Background: an optimization exercise with open tools, aiming at small area, a short achievable clock period and few clock cycles per item. Do not read the settings as production practice. The RTL was checked by simulation tests, not by an equivalence proof against the original design. No activity file was given, so power comes from the tool's default toggle rates.

Setup of job 101:
// booth
module booth(clk, rst, inp, mtpr, mtpd, done, adds, subs, prod);
    input clk;
    input rst;
    input inp;
    input [31:0] mtpr;
    input [31:0] mtpd;
    output reg done;
    output [5:0] adds;
    output [5:0] subs;
    output [63:0] prod;
    wire [31:0] x = {mtpr[30:0], 1'b0};
    wire [30:0] tr = x[30:0] ^ x[31:1];
    wire [4:0] tc;
    wire m_0 = mtpr[0] ^ 1'b0;
    wire m_1 = (mtpr[1] & ~mtpr[0] & ~1'b0) | (~mtpr[1] & mtpr[0] & 1'b0);
    wire m_2 = (((m_0 & mtpd[0]) | (m_1 & 1'b0)) ^ mtpr[1]);
    wire m_3 = (((m_0 & mtpd[1]) | (m_1 & mtpd[0])) ^ mtpr[1]);
    wire m_4 = (((m_0 & mtpd[2]) | (m_1 & mtpd[1])) ^ mtpr[1]);
    wire m_5 = (((m_0 & mtpd[3]) | (m_1 & mtpd[2])) ^ mtpr[1]);
    wire m_6 = (((m_0 & mtpd[4]) | (m_1 & mtpd[3])) ^ mtpr[1]);
    wire m_7 = (((m_0 & mtpd[5]) | (m_1 & mtpd[4])) ^ mtpr[1]);
    wire m_8 = (((m_0 & mtpd[6]) | (m_1 & mtpd[5])) ^ mtpr[1]);
    wire m_9 = (((m_0 & mtpd[7]) | (m_1 & mtpd[6])) ^ mtpr[1]);
    wire m_10 = (((m_0 & mtpd[8]) | (m_1 & mtpd[7])) ^ mtpr[1]);
    wire m_11 = (((m_0 & mtpd[9]) | (m_1 & mtpd[8])) ^ mtpr[1]);
    wire m_12 = (((m_0 & mtpd[10]) | (m_1 & mtpd[9])) ^ mtpr[1]);
    wire m_13 = (((m_0 & mtpd[11]) | (m_1 & mtpd[10])) ^ mtpr[1]);
    wire m_14 = (((m_0 & mtpd[12]) | (m_1 & mtpd[11])) ^ mtpr[1]);
    wire m_15 = (((m_0 & mtpd[13]) | (m_1 & mtpd[12])) ^ mtpr[1]);
    wire m_16 = (((m_0 & mtpd[14]) | (m_1 & mtpd[13])) ^ mtpr[1]);
    wire m_17 = (((m_0 & mtpd[15]) | (m_1 & mtpd[14])) ^ mtpr[1]);
    wire m_18 = (((m_0 & mtpd[16]) | (m_1 & mtpd[15])) ^ mtpr[1]);
    wire m_19 = (((m_0 & mtpd[17]) | (m_1 & mtpd[16])) ^ mtpr[1]);
    wire m_20 = (((m_0 & mtpd[18]) | (m_1 & mtpd[17])) ^ mtpr[1]);
    wire m_21 = (((m_0 & mtpd[19]) | (m_1 & mtpd[18])) ^ mtpr[1]);
    wire m_22 = (((m_0 & mtpd[20]) | (m_1 & mtpd[19])) ^ mtpr[1]);
    wire m_23 = (((m_0 & mtpd[21]) | (m_1 & mtpd[20])) ^ mtpr[1]);
  ...
For scale: ~2,400 cells after synthesis, about 130 flip-flops, ~140 I/O pins, roughly 0.027 mm2 of cells after synthesis.
clock: 6.0 ns
lec_check: 0
cap_margin: 20
core_margin: 2
core_utilization: 40
place_density: 0.6
setup_slack_margin: 2.0
slew_margin: 20
standard.sh (not shown) runs the stock make flow with config.mk's settings and CLKGATE_MAP_FILE= SYNTH_SCRIPT=/design/flow/synth_recipe.tcl, a recipe that flattens the netlist after the stock synthesis.
==> flow/flow/run.sh <==
#!/bin/bash
# The standard layout (standard.sh) with two changes:
#  - synthesis runs Yosys's synth with -noabc, so the early "abc -fast" does not remap the
#    generated adder trees before extract_fa; the full adders then come out without the
#    inverters that the remapped polarity needs. Everything else in the synthesis script
#    (synth_recipe.tcl, ORFS synth.tcl, flatten, renaming) is unchanged, so are the registers.
#  - the port buffers that global placement inserts are sky130_fd_sc_hd__buf_4 instead of
#    the delay cell buffer_ports picks by default.
# Each tool's output goes to its own log in this folder (make's to flow_make.log; ORFS
# keeps per-step logs under orfs/logs).
set -euo pipefail
here=$(pwd)
sed 's/yosys synth -nofsm -noshare /yosys synth -nofsm -noshare -noabc /' synth_recipe.tcl > my_synth.tcl
grep -q -- '-noabc' my_synth.tcl
sed "s#SYNTH_SCRIPT=[^ ]*#SYNTH_SCRIPT=$here/my_synth.tcl#" standard.sh > my_standard.sh
grep -q "SYNTH_SCRIPT=$here/my_synth.tcl" my_standard.sh
export BUFFER_PORTS_ARGS="-buffer_cell sky130_fd_sc_hd__buf_4"
bash my_standard.sh > flow_make.log 2>&1
Testbench counts of job 101, summed over its fixed seeds: cycles 2,400, items 2,400.
Inputs modified between job 101 and job 102:
- changing SETUP_SLACK_MARGIN from 2.0 to 0.9
-- flow/flow/run.sh --
<<< job 101, line 7
#  - the port buffers that global placement inserts are sky130_fd_sc_hd__buf_4 instead of
>>> job 102, line 7
#  - the port buffers that global placement inserts are sky130_fd_sc_hd__buf_2 instead of
<<< job 101, line 17
export BUFFER_PORTS_ARGS="-buffer_cell sky130_fd_sc_hd__buf_4"
>>> job 102, line 17
export BUFFER_PORTS_ARGS="-buffer_cell sky130_fd_sc_hd__buf_2"
## What came out
- Non-clock buffer count (lower): job 102
- Taking job 101 as the reference, in job 102 total cell area at the placement stage saw a decrease, count of distinct cell types in the synthesized netlist saw little to no change, total power saw a decrease, global-route track usage on met3 saw a decrease, number of antenna violations at the first check in global routing saw an increase.
- The post-route worst setup slack reported for job 102 is smaller than that of job 101 by 0.16 ns.
- Job 102: power share of the clock group 1.7 points above job 101
- Job 101 has higher wire length on met1 than job 102.
- Cmp job 102 vs job 101: wire length of the first global-routing pass lower in job 102
> inputs changed (job 102 -> job 103)
- changing CORE_UTILIZATION from 40 to 55
- changing SETUP_SLACK_MARGIN from 0.9 to 0.3
- changing PLACE_DENSITY from 0.6 to 0.7
-- flow/flow/run.sh --
<<< job 102, line 7
#  - the port buffers that global placement inserts are sky130_fd_sc_hd__buf_2 instead of
>>> job 103, line 7
#  - the port buffers that global placement inserts are sky130_fd_sc_hd__buf_4 instead of
<<< job 102, line 17
export BUFFER_PORTS_ARGS="-buffer_cell sky130_fd_sc_hd__buf_2"
>>> job 103, line 17
export BUFFER_PORTS_ARGS="-buffer_cell sky130_fd_sc_hd__buf_4"
## What came out
Job 103 finished every stage and its layout cleared the timing, DRC and antenna checks.
For the switching power of the nets, job 103 came in about 5% lower than job 102 did.
Job 102 → job 103: global-route wire length before repair -9.9 mm, net switching share of the total power saw a decrease, clock tree buffer count of the final layout now larger.
Run comparison: job 103 capture point of the worst path q[75]$_DFFE_PP_; job 102 capture point of the worst path q[31]$_DFFE_PP_
Per the comparison of job 103 with job 102, number of antenna violations at the first check in global routing has decreased, worst hold slack after final layout has increased, final area has decreased, via count has decreased.
Input changes introduced in job 104 (baseline for comparison: job 103):
- ABC_AREA now 1, previously not set
- CORE_UTILIZATION now 40, was 55
- PLACE_DENSITY now 0.6, was 0.7
- SETUP_SLACK_MARGIN now 0.9, was 0.3
Notes after the runs:
- Job 104 | stages: all done | timing, DRC, antenna: all pass
- Post-placement cell area: job 104 higher than job 103
- The higher part of the cycle the worst path needs came out of job 103.
- First-pass GRT wire length: job 104 > job 103
- Relative to job 103, routed via count divided by cell count has decreased by about 10% in job 104.
- In job 104, post-synthesis simple-gate area fraction is higher than in job 103.
- Aggregate global-route resource usage for job 104: 7.8 points down relative to job 103
- The lower number of well-tap cells placed came out of job 103.


before:
booth again, from the RTL that the note above started with.
clock: 6.0 ns
lec_check: 0
cap_margin: 20
core_margin: 2
core_utilization: 40
place_density: 0.6
setup_slack_margin: 0.9
slew_margin: 20
==> flow/flow/run.sh <==
#!/bin/bash
# The standard layout (standard.sh) with two changes:
#  - synthesis runs Yosys's synth with -noabc, so the early "abc -fast" does not remap the
#    generated adder trees before extract_fa; the full adders then come out without the
#    inverters that the remapped polarity needs. Everything else in the synthesis script
#    (synth_recipe.tcl, ORFS synth.tcl, flatten, renaming) is unchanged, so are the registers.
#  - the port buffers that global placement inserts are sky130_fd_sc_hd__buf_4 instead of
#    the delay cell buffer_ports picks by default.
# Each tool's output goes to its own log in this folder (make's to flow_make.log; ORFS
# keeps per-step logs under orfs/logs).
set -euo pipefail
here=$(pwd)
sed 's/yosys synth -nofsm -noshare /yosys synth -nofsm -noshare -noabc /' synth_recipe.tcl > my_synth.tcl
grep -q -- '-noabc' my_synth.tcl
sed "s#SYNTH_SCRIPT=[^ ]*#SYNTH_SCRIPT=$here/my_synth.tcl#" standard.sh > my_standard.sh
grep -q "SYNTH_SCRIPT=$here/my_synth.tcl" my_standard.sh
export BUFFER_PORTS_ARGS="-buffer_cell sky130_fd_sc_hd__buf_4"
bash my_standard.sh > flow_make.log 2>&1
No stage failed in before, and the final checks on the layout all came back clean.
Testbench counts of before, summed over its fixed seeds: cycles 2,400, items 2,400.
Setup changes, before to after
Settings: SETUP_SLACK_MARGIN changed from 0.9 to 0.8.
[summary]
Every run (before and after) finished clean. Delta (after minus before): final standard cell count with taps included and fillers excluded neither gained nor lost much, clock network power consumption now smaller. Count of clock-buffer cells in the layout ended up 1 higher on after than on before. Compared with before, after shows post-route total power lower by 1.5%. Relative to before, the global placer's final weighted congestion of after is higher by about 2.8%. The clock group share of total power reported for after is smaller than that of before by 0.4 points. Of before and after, the run reporting the lower non-clock buffer count was before. Relative to before, routed wire length has decreased by about 1.1% in after. Sequential share of layout area of after is on par with before. after vs. before: post-route standard cell area excluding fillers fell by about 0.8%, combined global-route utilization of all metal layers moved down.


job 6735:
booth, a different RTL version from the one above (not shown whole).
Size in the first run: ~130 flip-flops, ~140 I/O pins, about 27000 um2 of cells after synthesis.
clock: 6.0 ns
lec_check: 0
abc_area: 1
cap_margin: 20
core_margin: 2
core_utilization: 40
place_density: 0.6
setup_slack_margin: 1.2
slew_margin: 20
Scripts as last shown in full above: flow/flow/run.sh
Job 6735 did not stop at any stage, and its layout met the timing, DRC and antenna checks.
Testbench counts of job 6735, summed over its fixed seeds: cycles 2,400, items 2,400.
Here is what was changed in the inputs of job 8968 compared with job 6735.
Settings: SETUP_SLACK_MARGIN now 0.9, was 1.2.
--- outcome ---
Global-route usage delta (job 6735 -> job 8968): insignificant
Run comparison: job 6735 worst setup path endpoint q[81]; job 8968 worst setup path endpoint q[57]
Job 6735 → job 8968: final cycle utilization of the critical path climbed 3.6 points; met3 track demand over resource in global routing barely changed; routed wire length dropped about 2.3%.
For job 8968, the launch point of the worst path was mtpd[7], unlike job 6735, where it was mtpr[22].
Compared with job 6735, in job 8968 minimum clock period after layout saw an increase, slew at the pin with the worst max-slew slack down 0.026 ns, design area -about 2.4%, final count of pins violating max slew flat.
Modified inputs, job 8937 compared to job 8968
Settings: SETUP_SLACK_MARGIN changed from 0.9 to 1.3.
Every stage of the flow completed for job 8937, and the final layout passed the timing, DRC and antenna checks.
Share of the final layout cell area in multi-input gates across job 8937 and job 8968: no real change.
Lower weighted congestion at the end of routability-driven global placement was reported by job 8937, not job 8968.
Diff job 8968..job 8937 | total count of max-transition violations in the final report | negligible
Job 8937 vs job 8968 — total power consumption of the routed design climbed by a few percent
Job 8937 has shortest period the worst path allows below what job 8968 had.
Final clock period utilization by the worst path down 5.7 points in job 8937 wrt job 8968
Going from job 8968 to job 8937, the fraction of met1 tracks used by global routing was found to have gone up by 0.79 points.
Fmax: higher on job 8937
Job 8937: final hold slack 0.0068 ns below job 8968
The cell count on job 8968 is in line with that on job 8937.


RTL: one of the versions met above, not the one the previous note started from.
For scale: roughly 130 flip-flops, roughly 140 I/O pins, about 27,000 um^2 of cells after synthesis.
clock: 6.0 ns
lec_check: 0
cap_margin: 20
core_margin: 2
core_utilization: 40
place_density: 0.6
setup_slack_margin: 1.2
slew_margin: 20
Scripts as last shown in full above: flow/flow/run.sh
Testbench counts at the start, summed over its fixed seeds: cycles 2,400, items 2,400.
Rerun with:
- SETUP_SLACK_MARGIN: 1.2 -> 0.3
Worst setup slack gets worse by 310 ps.
Power is lower by roughly a tenth.
Final area is lower by roughly a tenth.
Sequential share of layout area is higher by 1.3 points.
Routed wire length is lower by roughly a tenth.
Die area stays the same.
Synthesized cell count is unchanged.
Rerun with:
- ABC_AREA: default -> 1
- SETUP_SLACK_MARGIN: 0.3 -> 1.2
=> The changed run completed with no timing, DRC or antenna violations; worst hold slack loses 160 ps; cell count increases by 19%; count of clock-buffer cells in the layout decreases by 1; core utilization increases by 4.3 points.
Rerun with:
- ABC_AREA: 1 -> default
- SETUP_SLACK_MARGIN: 1.2 -> 1.5
Cell count came out lower by roughly a tenth.
Die area came out lower by a few percent.
Clock-buffer cell count came out lower by 1.
Wire length came out higher by roughly a tenth.
Sequential power came out higher by a few percent.
Final area came out higher by roughly a tenth.

## re-timing with driven ports
The flow's constraints put no driver on any port. The routed layouts listed below were extracted and timed again, unchanged, in two steps. Step 1 assumes that a clkbuf_16 drives the clock port and a buf_2 every other input. Step 2 moves the port delays by t, midway between the first and last clock arrival at a register: inputs arrive t later, outputs are due t later. That takes back most of the time a late clock gives input paths. Slacks: no drivers / after step 1 / after step 2; pairs: no drivers / after step 1.
run	t, ns	setup WS [ns]	clock arrival spread, ns	pins driven straight from the clock port
job 101	0.561	1.089 / 1.016 / 0.606	0.017 / 0.017	1
job 102	0.543	0.928 / 0.880 / 0.337	0.033 / 0.034	1
job 103	0.537	0.517 / 0.516 / -0.021	0.012 / 0.012	1
job 104	0.550	0.965 / 0.951 / 0.401	0.007 / 0.006	1
before	0.540	0.990 / 0.959 / 0.418	0.013 / 0.013	1
after	0.534	0.911 / 0.919 / 0.395	0.010 / 0.010	1
job 6735	0.541	1.208 / 1.144 / 0.603	0.017 / 0.016	1
job 8968	0.550	0.993 / 0.841 / 0.291	0.012 / 0.012	1
job 8937	0.537	1.334 / 1.302 / 0.765	0.028 / 0.028	1
the first run of note 4	0.556	0.907 / 0.841 / 0.509	0.014 / 0.013	1
the second run of note 4	0.544	0.593 / 0.610 / 0.065	0.027 / 0.027	1
the third run of note 4	0.552	1.182 / 1.158 / 0.607	0.011 / 0.011	1
the fourth run of note 4	0.562	1.046 / 0.973 / 0.560	0.018 / 0.018	1
With both steps, setup timing fails in job 103, where it was met with ideal ports. For job 8968, which loses most, drivers alone change the setup slack by -0.152 ns; drivers and shift together by -0.702 ns.
